Context: an optimization exercise on an open-source flow, tuned for small area. The choices shown serve that exercise and are no tape-out recipe. The RTL was checked by simulation tests, not by an equivalence proof against the original design. No activity file was given, so power comes from the tool's default toggle rates.

==> run B: inputs <==
==> flow/design.v <==
`timescale 1ns / 1ps
module srcc( clk,reset,level,user1_up,user1_down,user2_up,user2_down ,col,row
        ,centre_r,centre_c,movement
         );
    input clk,user1_up,user1_down,user2_up,user2_down;
    input reset,level;
    output reg [7:0] col;
    output reg [7:0] row;
    output reg [2:0] centre_r,centre_c;
    output reg [2:0] movement;
    function [2:0] inc3;
        input [2:0] x;
        case (x)
            3'd0: inc3 = 3'd1; 3'd1: inc3 = 3'd2; 3'd2: inc3 = 3'd3; 3'd3: inc3 = 3'd4;
            3'd4: inc3 = 3'd5; 3'd5: inc3 = 3'd6; 3'd6: inc3 = 3'd7; default: inc3 = 3'd0;
        endcase
    endfunction
    function [2:0] dec3;
        input [2:0] x;
        case (x)
            3'd0: dec3 = 3'd7; 3'd1: dec3 = 3'd0; 3'd2: dec3 = 3'd1; 3'd3: dec3 = 3'd2;
            3'd4: dec3 = 3'd3; 3'd5: dec3 = 3'd4; 3'd6: dec3 = 3'd5; default: dec3 = 3'd6;
        endcase
    endfunction
    reg [2:0] js;
    always @(posedge clk)
        if (reset) js <= 3'b000;
        else       js <= {js[1:0], ~js[2]};
    wire tick = js[0] & ~js[1];
    reg [5:0] df;
    always @(posedge clk)
        if (reset | (df[5] & df[3])) df <= 6'd0;
        else                         df <= df + 6'd1;
    wire fast = ~df[5] & (df != 6'd0) & (~df[4] | (~df[3] & ~(df[2] & (df[1] | df[0]))));
    reg [6:0] ds;
    always @(posedge clk)
        if (reset | (ds[6] & ds[5] & ds[2])) ds <= 7'd0;
        else                                 ds <= ds + 7'd1;
    wire slow = (ds != 7'd0) & (ds <= 7'd50);
    reg gclk, gclk_d;
    always @(posedge clk)
        if (reset) begin
            gclk   <= 1'b0;
            gclk_d <= 1'b0;
        end else begin
            if (tick) gclk <= level ? fast : slow;
            gclk_d <= gclk;
        end
    wire tick_game = gclk & ~gclk_d;
    reg [2:0] t1, t2;
    wire loaded = t1[2] & t1[1];
    wire rwin = movement[2];
    function lit;
        input [2:0] t;
        input [2:0] s;
        input       rwin;
        case (t)
            3'd0: lit = (s == 3'd0) | (s == 3'd1) | (s == 3'd2);
            3'd1: lit = (s == 3'd1) | (s == 3'd2) | (s == 3'd3);
            3'd2: lit = (s == 3'd2) | (s == 3'd3) | (s == 3'd4);
            3'd3: lit = (s == 3'd3) | (s == 3'd4) | (s == 3'd5);
            3'd4: lit = (s == 3'd4) | (s == 3'd5) | (s == 3'd6);
            3'd5: lit = (s == 3'd5) | (s == 3'd6) | (s == 3'd7);
            3'd6: lit = rwin | (s != 3'd7);
            default: lit = (s != 3'd4);
        endcase
    endfunction
    reg [2:0] counter;
    reg       valid;
    always @(*) begin
        case (counter)
            3'd0: row = 8'b01111111; 3'd1: row = 8'b11111110;
            3'd2: row = 8'b11111101; 3'd3: row = 8'b11111011;
            3'd4: row = 8'b11110111; 3'd5: row = 8'b11101111;
            3'd6: row = 8'b11011111; default: row = 8'b10111111;
        endcase
        if (!valid) row = 8'hFF;
    end
    reg [7:0] line;
    integer c;
    always @(*) begin
        line[0] = lit(t1, counter, rwin);
        line[7] = lit(t2, counter, rwin);
        for (c = 1; c < 7; c = c + 1)
            if (loaded)
                line[c] = (counter == c && (rwin || counter <= 3)) ||
                          (!rwin && counter == 7 - c && counter >= 1 && counter <= 3);
            else
                line[c] = (centre_r == counter) && (centre_c == c);
    end
    always @(posedge clk)
        if (reset) begin
            counter <= 3'd0;
            valid   <= 1'b0;
            col     <= 8'b00000000;
        end else if (tick) begin
            col     <= line;
            counter <= inc3(counter);
            valid   <= 1'b1;
        end
    wire vert  = movement[0];
    wire down  = movement[2];
    wire right = movement[0] ? (movement[2] ^ movement[1]) : movement[2];
    wire over  = ~movement[0] & movement[1];
    wire [2:0] tp = right ? t2 : t1;
    reg  [2:0] mv_hit;
    always @(*) begin
        mv_hit = right ? 3'b110 : 3'b010;
        if      (centre_r == tp)                          mv_hit = right ? 3'b001 : 3'b011;
        else if (centre_r == inc3(tp) && tp != 3'd7)      mv_hit = right ? 3'b000 : 3'b100;
        else if (centre_r == inc3(inc3(tp)) && tp <= 3'd5) mv_hit = right ? 3'b111 : 3'b101;
    end
    wire vbounce = vert & (down ? (centre_r == 3'd7) : (centre_r == 3'd0));
    wire edge_c  = right ? (centre_c == 3'd6) : (centre_c == 3'd1);
    function [2:0] paddle;
        input [2:0] t;
        input       up, dn, lwin;
        begin
            paddle = t;
            if (up) begin
                if (!(t[2] & t[1]) && t != 3'd0) paddle = dec3(t);
            end else if (dn) begin
                if (t[2] & t[1]) begin
                    if (lwin) paddle = 3'd7;
                end else if (t != 3'd5)
                    paddle = inc3(t);
            end
        end
    endfunction
    reg ph;
    always @(posedge clk)
    begin
     if (reset) begin
        centre_r <= 3'd4;
        centre_c <= 3'd4;
        movement <= 3'b000;
        ph       <= 1'b0;
        t1       <= 3'd3;
        t2       <= 3'd3;
     end else if (tick_game) begin
        ph <= ~ph;
        if (!ph) begin
            if (over) begin
                t1 <= 3'd6;
                t2 <= 3'd6;
            end else if (vbounce)
                movement <= movement ^ 3'b110;
            else if (edge_c)
                movement <= mv_hit;
            else begin
                centre_c <= right ? inc3(centre_c) : dec3(centre_c);
                if (vert) centre_r <= down ? inc3(centre_r) : dec3(centre_r);
            end
        end else begin
            t1 <= paddle(t1, user1_up, user1_down, !rwin);
            t2 <= paddle(t2, user2_up, user2_down, !rwin);
        end
     end
    end
endmodule
==> flow/flow/run.sh <==
#!/bin/bash
# Own layout flow: the standard ORFS flow with
#  - the standard synthesis script, except that adders are left to ABC and
#    ABC runs an area-oriented script (flow/abc_area.script);
#  - the smallest buffer for the port buffers;
#  - small clock buffers and no dummy loads in clock tree synthesis.
# Each tool's output goes to a log file in this folder.
set -euo pipefail
W=$(pwd)
F=$W/flow

# synthesis script: synth_recipe.tcl with ORFS's synth.tcl patched to use our ABC script
sed "s|log_cmd abc {\*}\$abc_args|set abc_args [lreplace \$abc_args 1 1 $F/abc_area.script]\n  log_cmd abc {*}\$abc_args|" \
    "$FLOW_HOME/scripts/synth.tcl" > "$W/synth_own.tcl"
grep -q "$F/abc_area.script" "$W/synth_own.tcl"
sed "s|\$::env(SCRIPTS_DIR)/synth.tcl|$W/synth_own.tcl|" "$W/synth_recipe.tcl" > "$W/synth_top.tcl"
grep -q "$W/synth_own.tcl" "$W/synth_top.tcl"

# standard.sh with our settings added to its make call
sed -e "s|SYNTH_SCRIPT=[^ ]*|SYNTH_SCRIPT=$W/synth_top.tcl ADDER_MAP_FILE= BUFFER_PORTS_ARGS='-buffer_cell sky130_fd_sc_hd__buf_1' CTS_ARGS='-sink_clustering_enable -sink_clustering_size 50 -sink_clustering_max_diameter 300 -repair_clock_nets -dont_use_dummy_load -buf_list sky130_fd_sc_hd__clkbuf_16 -root_buf sky130_fd_sc_hd__clkbuf_16'|" \
    "$W/standard.sh" > "$W/own.sh"
grep -q "synth_top.tcl" "$W/own.sh"

bash "$W/own.sh" > "$W/flow.log" 2>&1
==> flow/flow/abc_area.script <==
strash
&get -n
&deepsyn -T 30
&put
strash
dch -f
map -a
mfs2
strash
dch -f
map -a
==> flow/standard.sh <==
#!/bin/bash
# synth_recipe.tcl (not shown) runs the flow's synth.tcl, then flattens the netlist and writes it again
# the make line also repeats each setting of config.mk as NAME=value (left out here)
make -C /OpenROAD-flow-scripts/flow DESIGN_CONFIG=/design/flow/config.mk WORK_HOME=/design/flow/orfs CLKGATE_MAP_FILE= SYNTH_SCRIPT=/design/flow/synth_recipe.tcl "${@:-finish}"
==> flow/config.mk <==
export PLATFORM = sky130hd
export DESIGN_NAME = srcc
export DESIGN_NICKNAME = srcc
export VERILOG_FILES = /design/flow/design.v
export SDC_FILE = /design/flow/constraint.sdc
export NUM_CORES = 4
export LEC_CHECK = 0
export CAP_MARGIN = 20
export CORE_MARGIN = 2
export CORE_UTILIZATION = 40
export SLEW_MARGIN = 20
==> flow/constraint.sdc <==
create_clock -name core_clock -period 8.0 [get_ports {clk}]
set_input_delay 1.6000 -clock core_clock [delete_from_list [all_inputs] [get_ports {clk}]]
set_output_delay 1.6000 -clock core_clock [all_outputs]
set_load 0.01 [all_outputs]
==> run E (differences from run B) <==
==> flow/run.sh (new file) <==
#!/bin/bash
# synth_recipe.tcl (not shown) runs the flow's synth.tcl, then flattens the netlist and writes it again
# the make line also repeats each setting of config.mk as NAME=value (left out here)
make -C /OpenROAD-flow-scripts/flow DESIGN_CONFIG=/design/flow/config.mk WORK_HOME=/design/flow/orfs CLKGATE_MAP_FILE= SYNTH_SCRIPT=/design/flow/synth_recipe.tcl finish
removed: flow/flow/run.sh
removed: flow/flow/abc_area.script
removed: flow/standard.sh
==> run F (differences from run B) <==
==> flow/design.v, changed modules only <==
module srcc( clk,reset,level,user1_up,user1_down,user2_up,user2_down ,col,row
        ,centre_r,centre_c,movement
         );
    input clk,user1_up,user1_down,user2_up,user2_down;
    input reset,level;
    output reg [7:0] col;
    output reg [7:0] row;
    output reg [2:0] centre_r,centre_c;
    output reg [2:0] movement;
    function [2:0] inc3;
        input [2:0] x;
        case (x)
            3'd0: inc3 = 3'd1; 3'd1: inc3 = 3'd2; 3'd2: inc3 = 3'd3; 3'd3: inc3 = 3'd4;
            3'd4: inc3 = 3'd5; 3'd5: inc3 = 3'd6; 3'd6: inc3 = 3'd7; default: inc3 = 3'd0;
        endcase
    endfunction
    function [2:0] dec3;
        input [2:0] x;
        case (x)
            3'd0: dec3 = 3'd7; 3'd1: dec3 = 3'd0; 3'd2: dec3 = 3'd1; 3'd3: dec3 = 3'd2;
            3'd4: dec3 = 3'd3; 3'd5: dec3 = 3'd4; 3'd6: dec3 = 3'd5; default: dec3 = 3'd6;
        endcase
    endfunction
    reg [2:0] js;
    always @(posedge clk)
        if (reset) js <= 3'b000;
        else       js <= {js[1:0], ~js[2]};
    wire tick = js[0] & ~js[1];
    reg pf; reg [4:0] qf;
    wire qf_e = ~qf[0] & qf[1] & ~qf[2] & ~qf[4];
    always @(posedge clk)
        if (reset)     begin pf <= 1'b0; qf <= 5'd10; end
        else if (qf_e) begin pf <= ~pf;  qf <= pf ? 5'd24 : 5'd16; end
        else           qf <= {qf[3:0], ~(qf[4] ^ qf[1])};
    reg ps; reg [5:0] qs;
    wire qs_e = qs[1] & ~qs[2] & qs[3] & ~qs[4] & ~qs[5];
    always @(posedge clk)
        if (reset)     begin ps <= 1'b0; qs <= 6'd11; end
        else if (qs_e) begin ps <= ~ps;  qs <= ps ? 6'd6 : 6'd12; end
        else           qs <= {qs[4:0], qs[5] ^ qs[0]};
    wire fast = pf;
    wire slow = ps;
    reg gclk, gclk_d;
    always @(posedge clk)
        if (reset) begin
            gclk   <= 1'b0;
            gclk_d <= 1'b0;
        end else begin
            if (tick) gclk <= level ? fast : slow;
            gclk_d <= gclk;
        end
    wire tick_game = gclk & ~gclk_d;
    reg [2:0] t1, t2;
    wire loaded = t1[2] & t1[1];
    wire rwin = movement[2];
    function lit;
        input [2:0] t;
        input [2:0] s;
        input       rwin;
        reg   [2:0] e;
        begin
            e = s - t;
            if (t[2] & t[1])
                lit = t[0] ? (s != 3'd4) : (rwin | (s != 3'd7));
            else
                lit = ~e[2] & ~(e[1] & e[0]);
        end
    endfunction
    reg [2:0] counter;
    reg       valid;
    always @(*) begin
        case (counter)
            3'd0: row = 8'b01111111; 3'd1: row = 8'b11111110;
            3'd2: row = 8'b11111101; 3'd3: row = 8'b11111011;
            3'd4: row = 8'b11110111; 3'd5: row = 8'b11101111;
            3'd6: row = 8'b11011111; default: row = 8'b10111111;
        endcase
        if (!valid) row = 8'hFF;
    end
    reg       pb1, pb2, hit, ld;
    reg [2:0] cc_s;
    always @(posedge clk)
        if (reset) begin
            counter <= 3'd0;
            valid   <= 1'b0;
            pb1 <= 1'b0; pb2 <= 1'b0; hit <= 1'b0; ld <= 1'b0;
        end else if (tick) begin
            pb1 <= lit(t1, counter, rwin);
            pb2 <= lit(t2, counter, rwin);
            hit <= (centre_r == counter);
            ld  <= loaded;
            counter <= counter + 3'd1;
            valid   <= 1'b1;
        end
    always @(posedge clk)
        if (tick) cc_s <= centre_c;
    always @(*) begin
        col[0] = pb1;
        col[7] = pb2;
        if (ld) begin
            col[1] = ~row[1];
            col[2] = ~row[2];
            col[3] = ~row[3];
            col[4] = rwin ? ~row[4] : ~row[3];
            col[5] = rwin ? ~row[5] : ~row[2];
            col[6] = rwin ? ~row[6] : ~row[1];
        end else begin
            col[1] = hit && (cc_s == 3'd1);
            col[2] = hit && (cc_s == 3'd2);
            col[3] = hit && (cc_s == 3'd3);
            col[4] = hit && (cc_s == 3'd4);
            col[5] = hit && (cc_s == 3'd5);
            col[6] = hit && (cc_s == 3'd6);
        end
    end
    wire vert  = movement[0];
    wire down  = movement[2];
    wire right = movement[2] ^ movement[1];
    wire over  = ~movement[0] & movement[1];
    wire [2:0] tp = right ? t2 : t1;
    wire [2:0] e  = centre_r - tp;
    wire hitp = ~e[2] & ~(e[1] & e[0]);
    wire ha   = right ? (~hitp | e[1]) : (hitp & (e[1] | e[0]));
    wire [2:0] mv_hit = {ha, ha ~^ right, hitp & ~e[0]};
    wire vbounce = vert & (down ? (centre_r == 3'd7) : (centre_r == 3'd0));
    wire edge_c  = right ? (centre_c[2] & centre_c[1]) : ~(centre_c[2] | centre_c[1]);
    function [2:0] paddle;
        input [2:0] t;
        input       up, dn, lwin;
        reg         mv;
        begin
            if (t[2] & t[1])
                mv = ~up & dn & lwin & ~t[0];
            else
                mv = up ? (t != 3'd0) : (dn & (t != 3'd5));
            paddle = mv ? t + {up, up, 1'b1} : t;
        end
    endfunction
    reg ph;
    always @(posedge clk)
    begin
     if (reset) begin
        centre_r <= 3'd4;
        centre_c <= 3'd4;
        movement <= 3'b000;
        ph       <= 1'b0;
        t1       <= 3'd3;
        t2       <= 3'd3;
     end else if (tick_game) begin
        ph <= ~ph;
        if (!ph) begin
            if (over) begin
                t1 <= 3'd6;
                t2 <= 3'd6;
            end else if (vbounce)
                movement <= movement ^ 3'b110;
            else if (edge_c)
                movement <= mv_hit;
            else begin
                centre_c <= centre_c + {~right, ~right, 1'b1};
                if (vert) centre_r <= centre_r + {~down, ~down, 1'b1};
            end
        end else begin
            t1 <= paddle(t1, user1_up, user1_down, !rwin);
            t2 <= paddle(t2, user2_up, user2_down, !rwin);
        end
     end
    end
endmodule
--- a/flow/flow/run.sh
+++ b/flow/flow/run.sh
@@ -19,3 +19,3 @@
 # standard.sh with our settings added to its make call
-sed -e "s|SYNTH_SCRIPT=[^ ]*|SYNTH_SCRIPT=$W/synth_top.tcl ADDER_MAP_FILE= BUFFER_PORTS_ARGS='-buffer_cell sky130_fd_sc_hd__buf_1' CTS_ARGS='-sink_clustering_enable -sink_clustering_size 50 -sink_clustering_max_diameter 300 -repair_clock_nets -dont_use_dummy_load -buf_list sky130_fd_sc_hd__clkbuf_16 -root_buf sky130_fd_sc_hd__clkbuf_16'|" \
+sed -e "s|SYNTH_SCRIPT=[^ ]*|SYNTH_SCRIPT=$W/synth_top.tcl ADDER_MAP_FILE= BUFFER_PORTS_ARGS='-buffer_cell sky130_fd_sc_hd__buf_1' CTS_ARGS='-sink_clustering_enable -repair_clock_nets -dont_use_dummy_load -buf_list sky130_fd_sc_hd__clkbuf_4 -root_buf sky130_fd_sc_hd__clkbuf_8'|" \
     "$W/standard.sh" > "$W/own.sh"
==> flow/flow/abc_area.script (replaced) <==
strash
&get -n
&deepsyn -T 20
&put
strash
dch -f
amap
mfs2
strash
dch -f
amap
mfs3 -ae
strash
dch -f
amap
==> comparison <==
- In count of clock-buffer cells in the layout, run F and run E do not differ.
- Clock skew, lowest first: run E, run B, run F.
- The lowest design area belongs to run F, the highest to run E.
- Worst hold slack, lowest first: run B, run F, run E.
- In run B the sequential power is lower than in run F, by about 2%.
- The lowest via count belongs to run F, the highest to run E.
- Between run F and run B, the lower fmax is in run F (gap about 6%, measured against run B).
- In sequential cell count, run B and run E do not differ.
- In run F the non-clock buffer count is higher than in run B, by 1.
- In run F the area after synthesis is smaller than in run E, by 30%.

re-timing with driven ports:
Ports are ideal in the flow. The routed layouts listed here were re-timed in OpenROAD.
Step 1, drivers: a clkbuf_16 drives clk and a buf_2 each remaining input, both assumed.
Step 2 adds t to the input delays and takes it off the output delays; t is the mean of the earliest and latest rising clock arrival at the registers after step 1. Input paths then give back, and output paths get back, about the clock's delay inside the block.
a / b / c = ideal ports / drivers / drivers and shift; a / b = the first two.
| run | t (ns) | slack for setup (ns) | hold WS [ns] | worst setup path after step 2 | pins driven straight from the clock port |
|---|---|---|---|---|---|
| run B | 0.303 | 4.605 / 4.576 / 4.468 | 0.386 / 0.386 / 0.386 | input to register | 1 |
| run E | 0.326 | 4.203 / 4.176 / 4.355 | 0.396 / 0.396 / 0.396 | input to register | 1 |
| run F | 0.308 | 4.373 / 4.345 / 4.653 | 0.393 / 0.393 / 0.393 | register to output | 1 |
After both steps setup and hold are still met in every run listed. For run B, which loses most, drivers alone change the setup slack by -0.029 ns; drivers and shift together by -0.137 ns.
